Source: an optimization exercise on an open RTL-to-GDS flow (aim: small area). Production flows keep margins and buffers that such runs may drop. The RTL was checked by simulation tests, not by an equivalence proof against the original design. The clock port is modelled as an ideal driver, which makes a skipped or thinned clock tree look cheaper than it is; a real chip needs a root buffer or a tree. Power is estimated from default activity; no workload was simulated.

## directional_traffic_controller
module directional_traffic_controller (
    input wire clk, reset,
    input wire [1:0] north_ml_level, south_ml_level,
    input wire [1:0] east_ml_level, west_ml_level,
    input wire ml_prediction_valid,
    input wire emergency_override,
    input wire [1:0] emergency_direction,
    input wire [7:0] north_queue, south_queue,
    input wire [7:0] east_queue, west_queue,
    output wire [2:0] north_light, south_light, east_light, west_light,
    output wire [3:0] current_phase,
    output wire [31:0] phase_timer,
    output wire [1:0] current_mode
);
For scale: roughly 310 cells after synthesis, about 2300 um2 of cells after synthesis.
clock: 30.0 ns
lec_check: 0
cap_margin: 20
core_margin: 2
core_utilization: 40
slew_margin: 20
standard.sh (not shown) runs the stock make flow with config.mk's settings and CLKGATE_MAP_FILE= SYNTH_SCRIPT=/design/flow/synth_recipe.tcl, a recipe that flattens the netlist after the stock synthesis.
==> flow/flow/run.sh <==
#!/bin/bash
# Standard synthesis, then the combinational logic re-mapped by ABC for area
# (registers untouched; the smallest of a few ABC scripts is kept), then the
# standard layout with the smallest buffer (buf_1) on every input and output
# port, one tie cell for all constant outputs, and a clock tree of small
# buffers. Each tool's output goes to its own log in this folder.
set -euo pipefail
export BUFFER_PORTS_ARGS="-buffer_cell sky130_fd_sc_hd__buf_1"
export SKIP_REPAIR_TIE_FANOUT=1
export CTS_ARGS="-sink_clustering_enable -repair_clock_nets -dont_use_dummy_load -buf_list sky130_fd_sc_hd__clkbuf_4 -root_buf sky130_fd_sc_hd__clkbuf_4 -sink_clustering_size 12 -sink_clustering_max_diameter 60"
export POST_CTS_TCL="$PWD/flow/post_cts.tcl"
R=orfs/results/${FLOW_PLATFORM}/directional_traffic_controller/base
LIB=${FLOW_HOME}/platforms/${FLOW_PLATFORM}/lib/sky130_fd_sc_hd__tt_025C_1v80.lib
YOSYS=$(command -v yosys || echo ${FLOW_HOME}/../tools/install/yosys/bin/yosys)

bash standard.sh synth > 1_standard_synth.log 2>&1
cp $R/1_2_yosys.v $R/1_2_yosys_standard.v
best=""; best_area=""
for s in flow/area*.abc; do
  n=$(basename $s .abc)
  sed -e "s#LIBFILE#${LIB}#g" -e "s#INFILE#$R/1_2_yosys_standard.v#" \
      -e "s#OUTFILE#$R/remap_$n.v#" -e "s#TOPNAME#${FLOW_TOP}#" \
      -e "s#ABCSCRIPT#$PWD/$s#" flow/remap.ys > remap_$n.ys
  if ${YOSYS} -l 2_remap_$n.log remap_$n.ys > /dev/null 2>&1; then
    a=$(grep "Chip area for module" 2_remap_$n.log | tail -1 | awk '{print $NF}')
    echo "$n $a" >> 2_remap_areas.log
    if [[ -z "$best" ]] || awk -v a="$a" -v b="$best_area" 'BEGIN{exit !(a < b)}'; then
      best=$n; best_area=$a
    fi
  fi
done
echo "chosen $best $best_area" >> 2_remap_areas.log
if [[ -n "$best" ]]; then
  cp $R/remap_$best.v $R/1_2_yosys.v
  rm -f $R/1_synth.odb $R/1_synth.sdc
  bash standard.sh synth > 3_standard_resynth.log 2>&1
fi
bash standard.sh finish > 4_standard_finish.log 2>&1
==> flow/flow/post_cts.tcl <==
set block [ord::get_db_block]
set port_net [[$block findBTerm clk] getNet]
set port_loads [$port_net getITerms]
if {[llength $port_loads] == 1} {
  set root [[lindex $port_loads 0] getInst]
  set root_out [[$root findITerm X] getNet]
  set leaves {}
  set ok 1
  foreach it [$root_out getITerms] {
    if {[$it getInst] == $root} { continue }
    if {![string match "sky130_fd_sc_hd__clkbuf_*" [[[$it getInst] getMaster] getName]]} { set ok 0 }
    lappend leaves $it
  }
  if {$ok && [llength $leaves] >= 1 && [llength $leaves] <= 4} {
    foreach it $leaves {
      $it disconnect
      $it connect $port_net
    }
    odb::dbInst_destroy $root
    odb::dbNet_destroy $root_out
    puts "post_cts: removed clock root buffer, clock port drives [llength $leaves] buffers"
  }
}
estimate_parasitics -placement
==> flow/flow/remap.ys <==
# Re-map the combinational logic of the standard synthesis for area.
# Registers (and tie cells) are kept as they are, with their names.
read_liberty -ignore_miss_func -ignore_miss_dir LIBFILE
blackbox sky130_fd_sc_hd__df* sky130_fd_sc_hd__edf* sky130_fd_sc_hd__sdf* sky130_fd_sc_hd__sedf* sky130_fd_sc_hd__dl* sky130_fd_sc_hd__conb*
read_verilog INFILE
hierarchy -top TOPNAME
flatten
opt -purge
abc -liberty LIBFILE -dont_use *lpflow* -dont_use *probe* -script ABCSCRIPT
opt_clean -purge
hilomap -singleton -hicell sky130_fd_sc_hd__conb_1 HI -locell sky130_fd_sc_hd__conb_1 LO
insbuf -buf sky130_fd_sc_hd__buf_4 A X
splitnets
opt_clean -purge
write_verilog -noexpr -noattr -nohex -nodec OUTFILE
# The reset inverter drives every register's reset pin: give it a stronger
# inverter of the same area.
design -reset
read_liberty -lib LIBFILE
read_verilog OUTFILE
hierarchy -top TOPNAME
chtype -set sky130_fd_sc_hd__inv_2 w:reset %co1 t:sky130_fd_sc_hd__clkinv_1 t:sky130_fd_sc_hd__inv_1 %u %i
stat -liberty LIBFILE
write_verilog -noexpr -noattr -nohex -nodec OUTFILE
Other scripts of this flow, unchanged in this note and not shown: flow/flow/area1.abc, flow/flow/area2.abc, flow/flow/area3.abc, flow/flow/area4.abc
Next try:
--- a/flow/flow/remap.ys
+++ b/flow/flow/remap.ys
@@ -9,2 +9,5 @@
 abc -liberty LIBFILE -dont_use *lpflow* -dont_use *probe* -script ABCSCRIPT
+# the reset inverter drives every register's reset pin: give it a stronger
+# inverter of the same area
+chtype -set sky130_fd_sc_hd__inv_2 w:reset %co1 t:sky130_fd_sc_hd__clkinv_1 t:sky130_fd_sc_hd__inv_1 %u %i
 opt_clean -purge
@@ -14,10 +17,2 @@
 opt_clean -purge
-write_verilog -noexpr -noattr -nohex -nodec OUTFILE
-# The reset inverter drives every register's reset pin: give it a stronger
-# inverter of the same area.
-design -reset
-read_liberty -lib LIBFILE
-read_verilog OUTFILE
-hierarchy -top TOPNAME
-chtype -set sky130_fd_sc_hd__inv_2 w:reset %co1 t:sky130_fd_sc_hd__clkinv_1 t:sky130_fd_sc_hd__inv_1 %u %i
 stat -liberty LIBFILE
Outcome: Area after synthesis stays the same; sequential share of layout area shrinks by 0.36 points; fmax drops by 0.90%; setup slack got worse by 100 ps; final cell count barely changes.
Next try:
--- a/flow/flow/run.sh
+++ b/flow/flow/run.sh
@@ -10,3 +10,2 @@
 export CTS_ARGS="-sink_clustering_enable -repair_clock_nets -dont_use_dummy_load -buf_list sky130_fd_sc_hd__clkbuf_4 -root_buf sky130_fd_sc_hd__clkbuf_4 -sink_clustering_size 12 -sink_clustering_max_diameter 60"
-export POST_CTS_TCL="$PWD/flow/post_cts.tcl"
 R=orfs/results/${FLOW_PLATFORM}/directional_traffic_controller/base
--- a/flow/flow/remap.ys
+++ b/flow/flow/remap.ys
@@ -9,5 +9,2 @@
 abc -liberty LIBFILE -dont_use *lpflow* -dont_use *probe* -script ABCSCRIPT
-# the reset inverter drives every register's reset pin: give it a stronger
-# inverter of the same area
-chtype -set sky130_fd_sc_hd__inv_2 w:reset %co1 t:sky130_fd_sc_hd__clkinv_1 t:sky130_fd_sc_hd__inv_1 %u %i
 opt_clean -purge
removed: flow/flow/post_cts.tcl
What happened: Critical path depth does not change; sequential cell count stays the same; non-clock buffer count does not change; global-route usage grows by 0.26 points; via count is about the same; first-iteration DRC count grows by 26%; total power grows by 1.4%; maximum frequency grows by 1.5%.
Next try:
--- a/flow/flow/run.sh
+++ b/flow/flow/run.sh
@@ -1,7 +1,2 @@
 #!/bin/bash
-# Standard synthesis, then the combinational logic re-mapped by ABC for area
-# (registers untouched; the smallest of a few ABC scripts is kept), then the
-# standard layout with the smallest buffer (buf_1) on every input and output
-# port, one tie cell for all constant outputs, and a clock tree of small
-# buffers. Each tool's output goes to its own log in this folder.
 set -euo pipefail
@@ -10,2 +5,3 @@
 export CTS_ARGS="-sink_clustering_enable -repair_clock_nets -dont_use_dummy_load -buf_list sky130_fd_sc_hd__clkbuf_4 -root_buf sky130_fd_sc_hd__clkbuf_4 -sink_clustering_size 12 -sink_clustering_max_diameter 60"
+export POST_CTS_TCL="$PWD/flow/post_cts.tcl"
 R=orfs/results/${FLOW_PLATFORM}/directional_traffic_controller/base
==> flow/flow/post_cts.tcl (new file) <==
set block [ord::get_db_block]
set port_net [[$block findBTerm clk] getNet]
set port_loads [$port_net getITerms]
if {[llength $port_loads] == 1} {
  set root [[lindex $port_loads 0] getInst]
  set root_out [[$root findITerm X] getNet]
  set leaves {}
  set ok 1
  foreach it [$root_out getITerms] {
    if {[$it getInst] == $root} { continue }
    if {![string match "sky130_fd_sc_hd__clkbuf_*" [[[$it getInst] getMaster] getName]]} { set ok 0 }
    lappend leaves $it
  }
  if {$ok && [llength $leaves] >= 1 && [llength $leaves] <= 4} {
    foreach it $leaves {
      $it disconnect
      $it connect $port_net
    }
    odb::dbInst_destroy $root
    odb::dbNet_destroy $root_out
    puts "post_cts: removed clock root buffer, clock port drives [llength $leaves] buffers"
  }
}
estimate_parasitics -placement
--- a/flow/flow/remap.ys
+++ b/flow/flow/remap.ys
@@ -14,2 +14,10 @@
 opt_clean -purge
+write_verilog -noexpr -noattr -nohex -nodec OUTFILE
+# The reset inverter drives every register's reset pin: give it a stronger
+# inverter of the same area.
+design -reset
+read_liberty -lib LIBFILE
+read_verilog OUTFILE
+hierarchy -top TOPNAME
+chtype -set sky130_fd_sc_hd__inv_2 w:reset %co1 t:sky130_fd_sc_hd__clkinv_1 t:sky130_fd_sc_hd__inv_1 %u %i
 stat -liberty LIBFILE
The changed run finished clean.
Power falls by 2.2%.
Hold slack stays flat.
Final cell count falls by 0.46%.
First-iteration DRC count falls by 30%.
Sequential cell count stays the same.
Core utilization falls by 0.63 points.
Area after synthesis stays the same.
Maximum frequency falls by 0.60%.


build 13:
directional_traffic_controller, a different RTL version from the one above (not shown whole).
Size in the first run: ~34 flip-flops, ~3000 um^2 of cells after synthesis.
export LEC_CHECK = 0
export ABC_AREA = 1
export CAP_MARGIN = 20
export CORE_MARGIN = 2
export CORE_UTILIZATION = 40
export SLEW_MARGIN = 20
create_clock -name core_clock -period 30.0 [get_ports {clk}]
run.sh (not shown) runs the stock make flow with config.mk's settings and CLKGATE_MAP_FILE= SYNTH_SCRIPT=/design/flow/synth_recipe.tcl, a recipe that flattens the netlist after the stock synthesis.
Stock flow here: none of the scripts above is used.
--- input diff build 13..build 40 ---
Settings: removing ABC_AREA (formerly 1).
==> flow/flow/run.sh (new file) <==
#!/bin/bash
# Standard layout, with the smallest buffer on every input and output port.
set -euo pipefail
export BUFFER_PORTS_ARGS="-buffer_cell sky130_fd_sc_hd__buf_1"
bash standard.sh finish > standard_flow.log 2>&1
==> flow/standard.sh (new file) <==
#!/bin/bash
# synth_recipe.tcl (not shown) runs the flow's synth.tcl, then flattens the netlist and writes it again
# the make line also repeats each setting of config.mk as NAME=value (left out here)
make -C /OpenROAD-flow-scripts/flow DESIGN_CONFIG=/design/flow/config.mk WORK_HOME=/design/flow/orfs CLKGATE_MAP_FILE= SYNTH_SCRIPT=/design/flow/synth_recipe.tcl "${@:-finish}"
removed: flow/run.sh
Findings:
Simple-gate portion of the synthesized area down 1.5 points in build 40 wrt build 13. Design area, build 40 and build 13: smaller value in build 40. In the reports for build 40 and build 13, the larger combinational share of power belongs to build 13. Met1 routed wirelength after detailed routing: build 40 vs build 13 down 10%. The number of logic stages on the critical path including buffering in build 40 sits 19% below the value recorded for build 13. Build 40 vs. build 13: number of DRC markers in iteration 0 has decreased; floorplan die area grew by 37 um^2; total global-route track usage dropped 1.6 points. When build 40 is set beside build 13, its power density over the cells turns out to be about 5% smaller. Per the comparison of build 40 with build 13, mux contribution to synthesized area went up; number of clock buffers in the layout went up.
Input-level comparison between build 77 and build 40:
==> flow/run.sh (new file) <==
#!/bin/bash
# synth_recipe.tcl (not shown) runs the flow's synth.tcl, then flattens the netlist and writes it again
# the make line also repeats each setting of config.mk as NAME=value (left out here)
make -C /OpenROAD-flow-scripts/flow DESIGN_CONFIG=/design/flow/config.mk WORK_HOME=/design/flow/orfs CLKGATE_MAP_FILE= SYNTH_SCRIPT=/design/flow/synth_recipe.tcl finish
removed: flow/flow/run.sh
removed: flow/standard.sh
==> comparison <==
- Build 77 reached the final stage; the timing, DRC and antenna checks on its layout passed.
- Number of buffers inserted for hold repair after clock tree synthesis: build 77 vs build 40 identical
- Delta (build 77 minus build 40): worst hold-check slack +0.0061 ns; utilization after layout shows an increase of 6.8 points; overall power +15 uW; overall global routing resource usage climbed 1.3 points; detailed-route wire length per cell increased 0.77 um.

port drivers added, routing unchanged:
The flow's constraints put no driver on any port. The routed layouts listed below were extracted and timed again, unchanged, in two steps. Step 1 (the two cells are an assumption about what drives the block):
set clk [get_ports {clk}]
set_driving_cell -lib_cell sky130_fd_sc_hd__clkbuf_16 $clk
set_driving_cell -lib_cell sky130_fd_sc_hd__buf_2 [delete_from_list [all_inputs] $clk]
Step 2 also shifts input and output timing later by t, the mid clock arrival at the registers, as if the neighbouring blocks saw the same clock. Slacks: no drivers / after step 1 / after step 2; pairs: no drivers / after step 1.
run | t, ns | slack for setup (ns) | latest minus earliest clock arrival (ns) | worst slew at a driven data input, ns
the first run of note 1 | 0.198 | 18.719 / 18.740 / 18.542 | 0.032 / 0.032 | 0.04
the second run of note 1 | 0.192 | 18.616 / 18.638 / 18.446 | 0.022 / 0.022 | 0.03
the third run of note 1 | 0.338 | 18.787 / 18.790 / 18.452 | 0.023 / 0.023 | 0.03
the fourth run of note 1 | 0.198 | 18.719 / 18.740 / 18.542 | 0.032 / 0.032 | 0.04
build 13 | 0.313 | 16.871 / 16.863 / 16.550 | 0.006 / 0.006 | 0.04
build 40 | 0.310 | 16.810 / 16.809 / 16.499 | 0.005 / 0.006 | 0.04
build 77 | 0.312 | 16.371 / 16.374 / 16.062 | 0.008 / 0.008 | 0.04
After both steps setup and hold are still met in every run listed. The setup slack of the third run of note 1, which loses most, moves by +0.003 ns with the drivers and by -0.335 ns with both steps.
